From an optimization exercise on the open Yosys and OpenROAD flow, aimed at small area and a short achievable clock period; shortcuts taken in it are not production practice.
Only simulation tests tie the RTL to the original design; equivalence was not proved.
Power is estimated from default activity; no workload was simulated.

===== config.mk =====
export PLATFORM = sky130hd
export DESIGN_NAME = tlb
export DESIGN_NICKNAME = tlb
export VERILOG_FILES = /design/flow/design.v
export SDC_FILE = /design/flow/constraint.sdc
export NUM_CORES = 4
export LEC_CHECK = 0
export CAP_MARGIN = 20
export CORE_MARGIN = 2
export CORE_UTILIZATION = 40
export SLEW_MARGIN = 20

===== constraint.sdc =====
create_clock -name core_clock -period 10.0 [get_ports {clk}]
set_input_delay 2.0000 -clock core_clock [delete_from_list [all_inputs] [get_ports {clk}]]
set_output_delay 2.0000 -clock core_clock [all_outputs]
set_load 0.01 [all_outputs]

===== design.v =====
`timescale 1ns / 1ps
module tlb(
    input wire clk,
    input wire [18:0] s0_vppn,
    input wire        s0_va_bit12,
    input wire [ 9:0] s0_asid,
    output wire        s0_found,
    output wire [ 3:0] s0_index,
    output wire [19:0] s0_ppn, 
    output wire [ 5:0] s0_ps,
    output wire [ 1:0] s0_plv, 
    output wire [ 1:0] s0_mat,
    output wire        s0_d   ,
    output wire        s0_v   ,
    input wire [18:0] s1_vppn,
    input wire        s1_va_bit12,
    input wire [ 9:0] s1_asid,
    output wire        s1_found,
    output wire [ 3:0] s1_index,
    output wire [19:0] s1_ppn, 
    output wire [ 5:0] s1_ps,
    output wire [ 1:0] s1_plv, 
    output wire [ 1:0] s1_mat,
    output wire        s1_d   ,
    output wire        s1_v   ,
    input wire         invtlb_valid,
    input wire  [ 4:0] invtlb_op,
    input wire        we,
    input wire        w_e,
    input wire [18:0] w_vppn,
    input wire [ 9:0] w_asid,
    input wire        w_g,
    input wire [ 5:0] w_ps,    
    input wire [ 3:0] w_index,
    input wire [19:0] w_ppn0, 
    input wire [ 1:0] w_plv0, 
    input wire [ 1:0] w_mat0,
    input wire        w_d0   ,
    input wire        w_v0   ,
    input wire [19:0] w_ppn1, 
    input wire [ 1:0] w_plv1, 
    input wire [ 1:0] w_mat1,
    input wire        w_d1   ,
    input wire        w_v1   ,    
    input wire [ 3:0] r_index,
    output wire        r_e,
    output wire [18:0] r_vppn,
    output wire [ 9:0] r_asid,
    output wire        r_g,
    output wire [ 5:0] r_ps,    
    output wire [19:0] r_ppn0, 
    output wire [ 1:0] r_plv0, 
    output wire [ 1:0] r_mat0,
    output wire        r_d0   ,
    output wire        r_v0   ,
    output wire [19:0] r_ppn1, 
    output wire [ 1:0] r_plv1, 
    output wire [ 1:0] r_mat1,
    output wire        r_d1   ,
    output wire        r_v1   
    );
reg [15:0] tlb_e;
reg [15:0] tlb_ps4MB;   
reg [18:0] tlb_vppn [15:0];
reg [ 9:0] tlb_asid [15:0];
reg        tlb_g    [15:0];
reg [19:0] tlb_ppn0 [15:0];
reg [ 1:0] tlb_plv0 [15:0]; 
reg [ 1:0] tlb_mat0 [15:0];
reg        tlb_d0   [15:0];
reg        tlb_v0   [15:0];
reg [19:0] tlb_ppn1 [15:0];
reg [ 1:0] tlb_plv1 [15:0]; 
reg [ 1:0] tlb_mat1 [15:0];
reg        tlb_d1   [15:0];
reg        tlb_v1   [15:0];  
wire [15:0] match0;
wire [15:0] match1;
always @(posedge clk) begin
    if (we) begin
        tlb_e[w_index] <= w_e;
        tlb_vppn[w_index] <= w_vppn;
        tlb_asid[w_index] <= w_asid;
        tlb_g[w_index] <= w_g;
        tlb_ps4MB[w_index] <= (w_ps == 6'd21);
        tlb_ppn0[w_index] <= w_ppn0;
        tlb_plv0[w_index] <= w_plv0;
        tlb_mat0[w_index] <= w_mat0;
        tlb_d0[w_index] <= w_d0;
        tlb_v0[w_index] <= w_v0;
        tlb_ppn1[w_index] <= w_ppn1;
        tlb_plv1[w_index] <= w_plv1;
        tlb_mat1[w_index] <= w_mat1;
        tlb_d1[w_index] <= w_d1;
        tlb_v1[w_index] <= w_v1;
    end
    else if(invtlb_valid)begin
        tlb_e <= ~invtlb_mask[invtlb_op] & tlb_e;
    end
end
assign r_e = tlb_e[r_index];
assign r_vppn = tlb_vppn[r_index];
assign r_asid = tlb_asid[r_index];
assign r_g = tlb_g[r_index];
assign r_ps = tlb_ps4MB[r_index] ? 6'd21 : 6'b001100;
assign r_ppn0 = tlb_ppn0[r_index];
assign r_plv0 = tlb_plv0[r_index];
assign r_mat0 = tlb_mat0[r_index];
assign r_d0 = tlb_d0[r_index];
assign r_v0 = tlb_v0[r_index];
assign r_ppn1 = tlb_ppn1[r_index];
assign r_plv1 = tlb_plv1[r_index];
assign r_mat1 = tlb_mat1[r_index];
assign r_d1 = tlb_d1[r_index];
assign r_v1 = tlb_v1[r_index];
assign match0[0] = (s0_vppn[18:9] == tlb_vppn[0][18:9])
                &&  (tlb_ps4MB[0] || s0_vppn[8:0] == tlb_vppn[0][8:0])
                &&  ( (s0_asid == tlb_asid[0]) || tlb_g[0] ) && tlb_e[0];
assign match0[1] = (s0_vppn[18:9] == tlb_vppn[1][18:9])
                &&  (tlb_ps4MB[1] || s0_vppn[8:0] == tlb_vppn[1][8:0])
                &&  ( (s0_asid == tlb_asid[1]) || tlb_g[1] ) && tlb_e[1];
assign match0[2] = (s0_vppn[18:9] == tlb_vppn[2][18:9])
                &&  (tlb_ps4MB[2] || s0_vppn[8:0] == tlb_vppn[2][8:0])
                &&  ( (s0_asid == tlb_asid[2]) || tlb_g[2] ) && tlb_e[2];
assign match0[3] = (s0_vppn[18:9] == tlb_vppn[3][18:9])
                &&  (tlb_ps4MB[3] || s0_vppn[8:0] == tlb_vppn[3][8:0])
                &&  ( (s0_asid == tlb_asid[3]) || tlb_g[3] ) && tlb_e[3];
assign match0[4] = (s0_vppn[18:9] == tlb_vppn[4][18:9])
                &&  (tlb_ps4MB[4] || s0_vppn[8:0] == tlb_vppn[4][8:0])
                &&  ( (s0_asid == tlb_asid[4]) || tlb_g[4] ) && tlb_e[4];
assign match0[5] = (s0_vppn[18:9] == tlb_vppn[5][18:9])
                &&  (tlb_ps4MB[5] || s0_vppn[8:0] == tlb_vppn[5][8:0])
                &&  ( (s0_asid == tlb_asid[5]) || tlb_g[5] ) && tlb_e[5];
assign match0[6] = (s0_vppn[18:9] == tlb_vppn[6][18:9])
                &&  (tlb_ps4MB[6] || s0_vppn[8:0] == tlb_vppn[6][8:0])
                &&  ( (s0_asid == tlb_asid[6]) || tlb_g[6] ) && tlb_e[6];
assign match0[7] = (s0_vppn[18:9] == tlb_vppn[7][18:9])
                &&  (tlb_ps4MB[7] || s0_vppn[8:0] == tlb_vppn[7][8:0])
                &&  ( (s0_asid == tlb_asid[7]) || tlb_g[7] ) && tlb_e[7];
assign match0[8] = (s0_vppn[18:9] == tlb_vppn[8][18:9])
                &&  (tlb_ps4MB[8] || s0_vppn[8:0] == tlb_vppn[8][8:0])
                &&  ( (s0_asid == tlb_asid[8]) || tlb_g[8] ) && tlb_e[8];
assign match0[9] = (s0_vppn[18:9] == tlb_vppn[9][18:9])
                &&  (tlb_ps4MB[9] || s0_vppn[8:0] == tlb_vppn[9][8:0])
                &&  ( (s0_asid == tlb_asid[9]) || tlb_g[9] ) && tlb_e[9];
assign match0[10] = (s0_vppn[18:9] == tlb_vppn[10][18:9])
                &&  (tlb_ps4MB[10] || s0_vppn[8:0] == tlb_vppn[10][8:0])
                &&  ( (s0_asid == tlb_asid[10]) || tlb_g[10] ) && tlb_e[10];
assign match0[11] = (s0_vppn[18:9] == tlb_vppn[11][18:9])
                &&  (tlb_ps4MB[11] || s0_vppn[8:0] == tlb_vppn[11][8:0])
                &&  ( (s0_asid == tlb_asid[11]) || tlb_g[11] ) && tlb_e[11];
assign match0[12] = (s0_vppn[18:9] == tlb_vppn[12][18:9])
                &&  (tlb_ps4MB[12] || s0_vppn[8:0] == tlb_vppn[12][8:0])
                &&  ( (s0_asid == tlb_asid[12]) || tlb_g[12] ) && tlb_e[12];
assign match0[13] = (s0_vppn[18:9] == tlb_vppn[13][18:9])
                &&  (tlb_ps4MB[13] || s0_vppn[8:0] == tlb_vppn[13][8:0])
                &&  ( (s0_asid == tlb_asid[13]) || tlb_g[13] ) && tlb_e[13];
assign match0[14] = (s0_vppn[18:9] == tlb_vppn[14][18:9])
                &&  (tlb_ps4MB[14] || s0_vppn[8:0] == tlb_vppn[14][8:0])
                &&  ( (s0_asid == tlb_asid[14]) || tlb_g[14] ) && tlb_e[14];
assign match0[15] = (s0_vppn[18:9] == tlb_vppn[15][18:9])
                &&  (tlb_ps4MB[15] || s0_vppn[8:0] == tlb_vppn[15][8:0])
                &&  ( (s0_asid == tlb_asid[15]) || tlb_g[15] ) && tlb_e[15];                
assign match1[0] = (s1_vppn[18:9] == tlb_vppn[0][18:9])
                &&  (tlb_ps4MB[0] || s1_vppn[8:0] == tlb_vppn[0][8:0])
                &&  ( (s1_asid == tlb_asid[0]) || tlb_g[0] ) && tlb_e[0];
assign match1[1] = (s1_vppn[18:9] == tlb_vppn[1][18:9])
                &&  (tlb_ps4MB[1] || s1_vppn[8:0] == tlb_vppn[1][8:0])
                &&  ( (s1_asid == tlb_asid[1]) || tlb_g[1] ) && tlb_e[1];
assign match1[2] = (s1_vppn[18:9] == tlb_vppn[2][18:9])
                &&  (tlb_ps4MB[2] || s1_vppn[8:0] == tlb_vppn[2][8:0])
                &&  ( (s1_asid == tlb_asid[2]) || tlb_g[2] ) && tlb_e[2];
assign match1[3] = (s1_vppn[18:9] == tlb_vppn[3][18:9])
                &&  (tlb_ps4MB[3] || s1_vppn[8:0] == tlb_vppn[3][8:0])
                &&  ( (s1_asid == tlb_asid[3]) || tlb_g[3] ) && tlb_e[3];
assign match1[4] = (s1_vppn[18:9] == tlb_vppn[4][18:9])
                &&  (tlb_ps4MB[4] || s1_vppn[8:0] == tlb_vppn[4][8:0])
                &&  ( (s1_asid == tlb_asid[4]) || tlb_g[4] ) && tlb_e[4];
assign match1[5] = (s1_vppn[18:9] == tlb_vppn[5][18:9])
                &&  (tlb_ps4MB[5] || s1_vppn[8:0] == tlb_vppn[5][8:0])
                &&  ( (s1_asid == tlb_asid[5]) || tlb_g[5] ) && tlb_e[5];
assign match1[6] = (s1_vppn[18:9] == tlb_vppn[6][18:9])
                &&  (tlb_ps4MB[6] || s1_vppn[8:0] == tlb_vppn[6][8:0])
                &&  ( (s1_asid == tlb_asid[6]) || tlb_g[6] ) && tlb_e[6];
assign match1[7] = (s1_vppn[18:9] == tlb_vppn[7][18:9])
                &&  (tlb_ps4MB[7] || s1_vppn[8:0] == tlb_vppn[7][8:0])
                &&  ( (s1_asid == tlb_asid[7]) || tlb_g[7] ) && tlb_e[7];
assign match1[8] = (s1_vppn[18:9] == tlb_vppn[8][18:9])
                &&  (tlb_ps4MB[8] || s1_vppn[8:0] == tlb_vppn[8][8:0])
                &&  ( (s1_asid == tlb_asid[8]) || tlb_g[8] ) && tlb_e[8];
assign match1[9] = (s1_vppn[18:9] == tlb_vppn[9][18:9])
                &&  (tlb_ps4MB[9] || s1_vppn[8:0] == tlb_vppn[9][8:0])
                &&  ( (s1_asid == tlb_asid[9]) || tlb_g[9] ) && tlb_e[9];
assign match1[10] = (s1_vppn[18:9] == tlb_vppn[10][18:9])
                &&  (tlb_ps4MB[10] || s1_vppn[8:0] == tlb_vppn[10][8:0])
                &&  ( (s1_asid == tlb_asid[10]) || tlb_g[10] ) && tlb_e[10];
assign match1[11] = (s1_vppn[18:9] == tlb_vppn[11][18:9])
                &&  (tlb_ps4MB[11] || s1_vppn[8:0] == tlb_vppn[11][8:0])
                &&  ( (s1_asid == tlb_asid[11]) || tlb_g[11] ) && tlb_e[11];
assign match1[12] = (s1_vppn[18:9] == tlb_vppn[12][18:9])
                &&  (tlb_ps4MB[12] || s1_vppn[8:0] == tlb_vppn[12][8:0])
                &&  ( (s1_asid == tlb_asid[12]) || tlb_g[12] ) && tlb_e[12];
assign match1[13] = (s1_vppn[18:9] == tlb_vppn[13][18:9])
                &&  (tlb_ps4MB[13] || s1_vppn[8:0] == tlb_vppn[13][8:0])
                &&  ( (s1_asid == tlb_asid[13]) || tlb_g[13] ) && tlb_e[13];
assign match1[14] = (s1_vppn[18:9] == tlb_vppn[14][18:9])
                &&  (tlb_ps4MB[14] || s1_vppn[8:0] == tlb_vppn[14][8:0])
                &&  ( (s1_asid == tlb_asid[14]) || tlb_g[14] ) && tlb_e[14];
assign match1[15] = (s1_vppn[18:9] == tlb_vppn[15][18:9])
                &&  (tlb_ps4MB[15] || s1_vppn[8:0] == tlb_vppn[15][8:0])
                &&  ( (s1_asid == tlb_asid[15]) || tlb_g[15] ) && tlb_e[15];
assign s0_found = (match0[15:0] != 16'b0);
assign s0_index = ({4{match0[15]}} & 4'd15) | ({4{match0[14]}} & 4'd14) | ({4{match0[13]}} & 4'd13) |
                   ({4{match0[12]}} & 4'd12) | ({4{match0[11]}} & 4'd11) | ({4{match0[10]}} & 4'd10) |
                   ({4{match0[9]}} & 4'd9) | ({4{match0[8]}} & 4'd8) | ({4{match0[7]}} & 4'd7) |
                   ({4{match0[6]}} & 4'd6) | ({4{match0[5]}} & 4'd5) | ({4{match0[4]}} & 4'd4) |
                   ({4{match0[3]}} & 4'd3) | ({4{match0[2]}} & 4'd2) | ({4{match0[1]}} & 4'd1) |({4{match0[0]}} & 4'd0);            
wire s0_odd = tlb_ps4MB[s0_index] ? s0_vppn[8] : s0_va_bit12;
assign s0_ps  =   tlb_ps4MB[s0_index]==1'b1 ? 6'd21 :6'd12;
assign s0_ppn =   s0_odd ? tlb_ppn1 [s0_index] : tlb_ppn0 [s0_index];
assign s0_mat =   s0_odd ? tlb_mat1 [s0_index] : tlb_mat0 [s0_index];
assign s0_d   =   s0_odd ? tlb_d1   [s0_index] : tlb_d0   [s0_index];
assign s0_v   =   s0_odd ? tlb_v1   [s0_index] : tlb_v0   [s0_index];
assign s0_plv =   s0_odd ? tlb_plv1 [s0_index] : tlb_plv0 [s0_index];
wire s1_odd  =   tlb_ps4MB[s1_index] ? s1_vppn[8] : s1_va_bit12;
assign s1_ps  =   tlb_ps4MB[s1_index]==1'b1 ? 6'd21 :6'd12;
assign s1_ppn =   s1_odd ? tlb_ppn1 [s1_index] : tlb_ppn0 [s1_index];
assign s1_mat =   s1_odd ? tlb_mat1 [s1_index] : tlb_mat0 [s1_index];
assign s1_d   =   s1_odd ? tlb_d1   [s1_index] : tlb_d0   [s1_index];
assign s1_v   =   s1_odd ? tlb_v1   [s1_index] : tlb_v0   [s1_index];
assign s1_plv =   s1_odd ? tlb_plv1 [s1_index] : tlb_plv0 [s1_index];
assign s1_found = (match1[15:0] != 16'b0);
assign s1_index = ({4{match1[15]}} & 4'd15) | ({4{match1[14]}} & 4'd14) | ({4{match1[13]}} & 4'd13) |
                   ({4{match1[12]}} & 4'd12) | ({4{match1[11]}} & 4'd11) | ({4{match1[10]}} & 4'd10) |
                   ({4{match1[9]}} & 4'd9) | ({4{match1[8]}} & 4'd8) | ({4{match1[7]}} & 4'd7) |
                   ({4{match1[6]}} & 4'd6) | ({4{match1[5]}} & 4'd5) | ({4{match1[4]}} & 4'd4) |
                   ({4{match1[3]}} & 4'd3) | ({4{match1[2]}} & 4'd2) | ({4{match1[1]}} & 4'd1) | ({4{match1[0]}} & 4'd0);           
wire [15:0] cond [3:0];
wire [15:0] invtlb_mask [31:0];
genvar i;
generate for (i = 0;i < 16; i = i + 1)begin
    assign cond[0][i] = ~tlb_g[i];
    assign cond[1][i] = tlb_g[i];
    assign cond[2][i] = s1_asid == tlb_asid[i];
    assign cond[3][i] = (s1_vppn[18:9] == tlb_vppn[i][18:9]) &&  (tlb_ps4MB[i] || s1_vppn[8:0] == tlb_vppn[i][8:0]);
end
endgenerate 
assign invtlb_mask[0] = 16'hffff;
assign invtlb_mask[1] = 16'hffff;
assign invtlb_mask[2] = cond[1];
assign invtlb_mask[3] = cond[0];
assign invtlb_mask[4] = cond[0] & cond[2];
assign invtlb_mask[5] = cond[0] & cond[2] & cond[3];
assign invtlb_mask[6] = (cond[1] | cond[2]) & cond[3];
generate for (i = 7; i < 32; i = i + 1) begin
    assign invtlb_mask[i] = 16'b0; 
end
endgenerate
endmodule

===== run.sh =====
#!/bin/bash
# synth_recipe.tcl (not shown) runs the flow's synth.tcl, then flattens the netlist and writes it again
# the make line also repeats each setting of config.mk as NAME=value (left out here)
make -C /OpenROAD-flow-scripts/flow DESIGN_CONFIG=/design/flow/config.mk WORK_HOME=/design/flow/orfs CLKGATE_MAP_FILE= SYNTH_SCRIPT=/design/flow/synth_recipe.tcl finish

==> run notes <==
initial antenna violation count=35; clock share of power=42.7%; Initial Util=40.3%; CP max FO=19; logic gate share of total power=10.7%; RSZ-0062 raised after global routing=false; maxcap violations=0; Int Pwr=0.0104 W; PwrDens=151 mW/mm2; Routed WL=302000 um; cts hold-fix bufs=0; CP top delay family=buffers and inverters; Netlist cell types=71; FF+latch area=0.0404 mm2; sequential-to-total area share from yosys stat=50.7%; largest net degree at the start of global routing=115; Post-synth ARST share=0%; antenna-violating nets left=0; Yosys top cell area share=50.7%; Sw Ratio=24.9%; Clock Skew=31.4 ps; Max IR drop VDD=0.000149 V; top-count cell post-synth=edfxtp_1; final hold vios=0; die height=450 um; Fmax=101 MHz; Tightest Pin Transition=1190 ps; clock tree buffer depth=3; slowest cell delay on critical path=790 ps; Slowest-stage cell, CP=clkdlybuf4s50_1; Max Slew Vio Count=0; final core utilization=46.6%; Die W=450 um; gr ovfl total=0; Period minus WS final=9880 ps; Cells after Synth=5830; CTS tree=yes; layout cells sized above 1=16.9%; number of flops mapped to enable cells by yosys=1344; Syn Std Cell Area=0.0797 mm2; H-tree Lvls=4; DRC=0; Clock Latency Late Sink=830 ps; crit path buf inv count=6; CTS Sinks=1344; final critical-path share of the clock period=98.8%; CTS buffer count=157; # setup viols final=0; TNS Setup=0 ps; most used flip-flop cell after synthesis=edfxtp_1; num rows=163; first-pass GRT wire length=425000 um; CP Launch Type=primary input; Finished Cell Area=0.0921 mm2; Placed Area=0.0868 mm2; Avg Inst Size Synth=13.7 um2; Iter 0 DRT Violations=6995; # IOs=328; root buf cell=clkbuf_16; outcome=no timing/DRC/antenna violations; I/O Buffers=318; PostCTS Resize Cnt=0; area of the multi-input gates=0.0367 mm2; synth warn=1; Pleak=28.1 nW; Commonest cells post-synth=1344 x edfxtp_1, 899 x mux2i_1, 630 x nand2_1; vias per cell=6.36; drt pass-1 iters=6; fillcell total=17256; Worst-path clk slew=70 ps; classification of the worst-slack hold path=reg -> reg; sequential group share of total power=46.6%; Via Count=56829; DP Wirelength=197000 um; dominant cells by area after synthesis=edfxtp_1 51%, mux4_2 12%, mux2i_1 11%; number of global-route vias before repair=56181; fin nets=6320; largest area contributor in the netlist=edfxtp_1; switching power of the nets=0.00346 W; Worst Path Arrival=7880 ps; GPL Wtd Cong=0.983; Worst setup EP type=output port; Slew headroom=20.2%; total core area=0.198 mm2; cells along the critical path=clkdlybuf4s50_1, xor2_1, nor4_1, a41oi_1, a21oi_1, a21oi_1, nand4_1, buf_12, buf_12, buf_4, mux2i_1, mux2i_1, mux2i_1, buf_4, o21ai_0, mux2_1, clkdlybuf4s50_1; Worst Path Required=8000 ps; CP dominant cell by count=mux2i_1; Tot GR Track Use=29.1%; Post-CTS Setup Bufs=0; flops & latches, synth=1344; Setup CP Type=in -> out; die area=0.203 mm2; Area Growth Syn to Fin=15.6%; wire per inst=33.8 um
[cell usage in the layout (no fill, tap or decap), drive strengths merged, types with 184 or more instances in the layout]
| cell | count |
|---|---|
| xnor2 | 357 |
| mux4 | 420 |
| buf | 309 |
| xor2 | 571 |
| clkdlybuf4s50 | 310 |
| mux2i | 901 |
| clkbuf | 184 |
| nand4 | 191 |
| edfxtp | 1344 |
| nand2 | 630 |
[sequential cells by signal, summed over array words and instances, names as in the netlist, 32 cells and up]
register / cells
tlb_ppn1: 320
tlb_mat0: 32
tlb_plv1: 32
tlb_ppn0: 320
tlb_asid: 160
tlb_plv0: 32
tlb_vppn: 304
tlb_mat1: 32
[cell families after synthesis]
| logic type | synth area share [%] |
|---|---|
| mux | 24.1 |
| flops | 50.7 |
| simple gates | 7.65 |
| xor+xnor | 10.2 |
| buf+inv | 3.47 |
| compound gates | 3.82 |
| fa+ha+maj | 0.0785 |
| other cells | 0.00943 |
[worst min-delay path: cells and delay by family, from the launching register on]
family           cells  cell delay, ps
AND/OR/NAND/NOR      1             100
flip-flops           1             400
AO/OA/AOI/OAI        1              80
[stage by stage]
stage          hold WS, ps  total power [W]  worst slack [ps]  cells
3_3_place_gp           672          0.00806               379   8630
2_1_floorplan          593          0.00735               796   5837
6_report               689           0.0139               116   8930
4_1_cts                681           0.0140               326   8918
3_5_place_dp           666          0.00806               350   8631
5_1_grt                739           0.0143               118   8929
[layout make-up]
cell class / count / area share (%)
Antenna cell: 12 / 0.0326
Clock buffer: 183 / 4.39
Clock inverter: 104 / 1.28
Inverter: 40 / 0.166
Multi-Input combinational cell: 3987 / 39.9
Sequential cell: 1344 / 43.8
Tap cell: 2640 / 3.59
Timing Repair Buffer: 620 / 6.83
[power by group through the flow]
stage	registers [W]	logic, W	clock network [W]
final	0.00648	0.00149	0.00594
after detailed placement	0.00659	0.00147	0
after floorplan	0.00654	0.000808	0
after global routing	0.00648	0.00155	0.00621
after global placement	0.00658	0.00148	0
after CTS	0.00647	0.00148	0.00600
[routing by layer]
metal  up-vias  routed length, um  track usage, %
met3       733              25800            5.48
met2      3335             144000            47.4
met4        26              17800            15.3
met5         -                165               0
met1     29456             115000            36.8
li1      23279                  -               -
[worst paths after layout]
kind / slack, ps / end / cells past startpoint / start
setup / recovery: 120 / s0_ppn[18] / 17 / s0_asid[5]
hold / removal: 690 / tlb_e[13] / 2 / tlb_e[13]
setup reg to reg: 7060 / tlb_e[0] / 9 / tlb_vppn[0][3]
hold reg to reg: 690 / tlb_e[13] / 2 / tlb_e[13]

what the ideal ports hide:
The results above use ideal ports. As a check the final layout listed here was re-extracted and re-timed, cells and wires unchanged. Step 1, drivers: a clkbuf_16 drives clk and a buf_2 each remaining input, both assumed. Step 2 adds t to the input delays and takes it off the output delays; t is the mean of the earliest and latest rising clock arrival at the registers after step 1. Input paths then give back, and output paths get back, about the clock's delay inside the block. Slacks: ideal ports / drivers / drivers and shift; pairs: ideal ports / drivers.
t, ns: 0.905
setup slack, ns: 0.116 / 0.092 / 0.092
worst setup path at the end: input to output
worst register clock-pin slew, ns: 0.07 / 0.07
pins driven straight from the clock port: 1
After both steps this run still meets setup and hold. For this run, drivers alone change the setup slack by -0.024 ns; drivers and shift together by -0.024 ns.
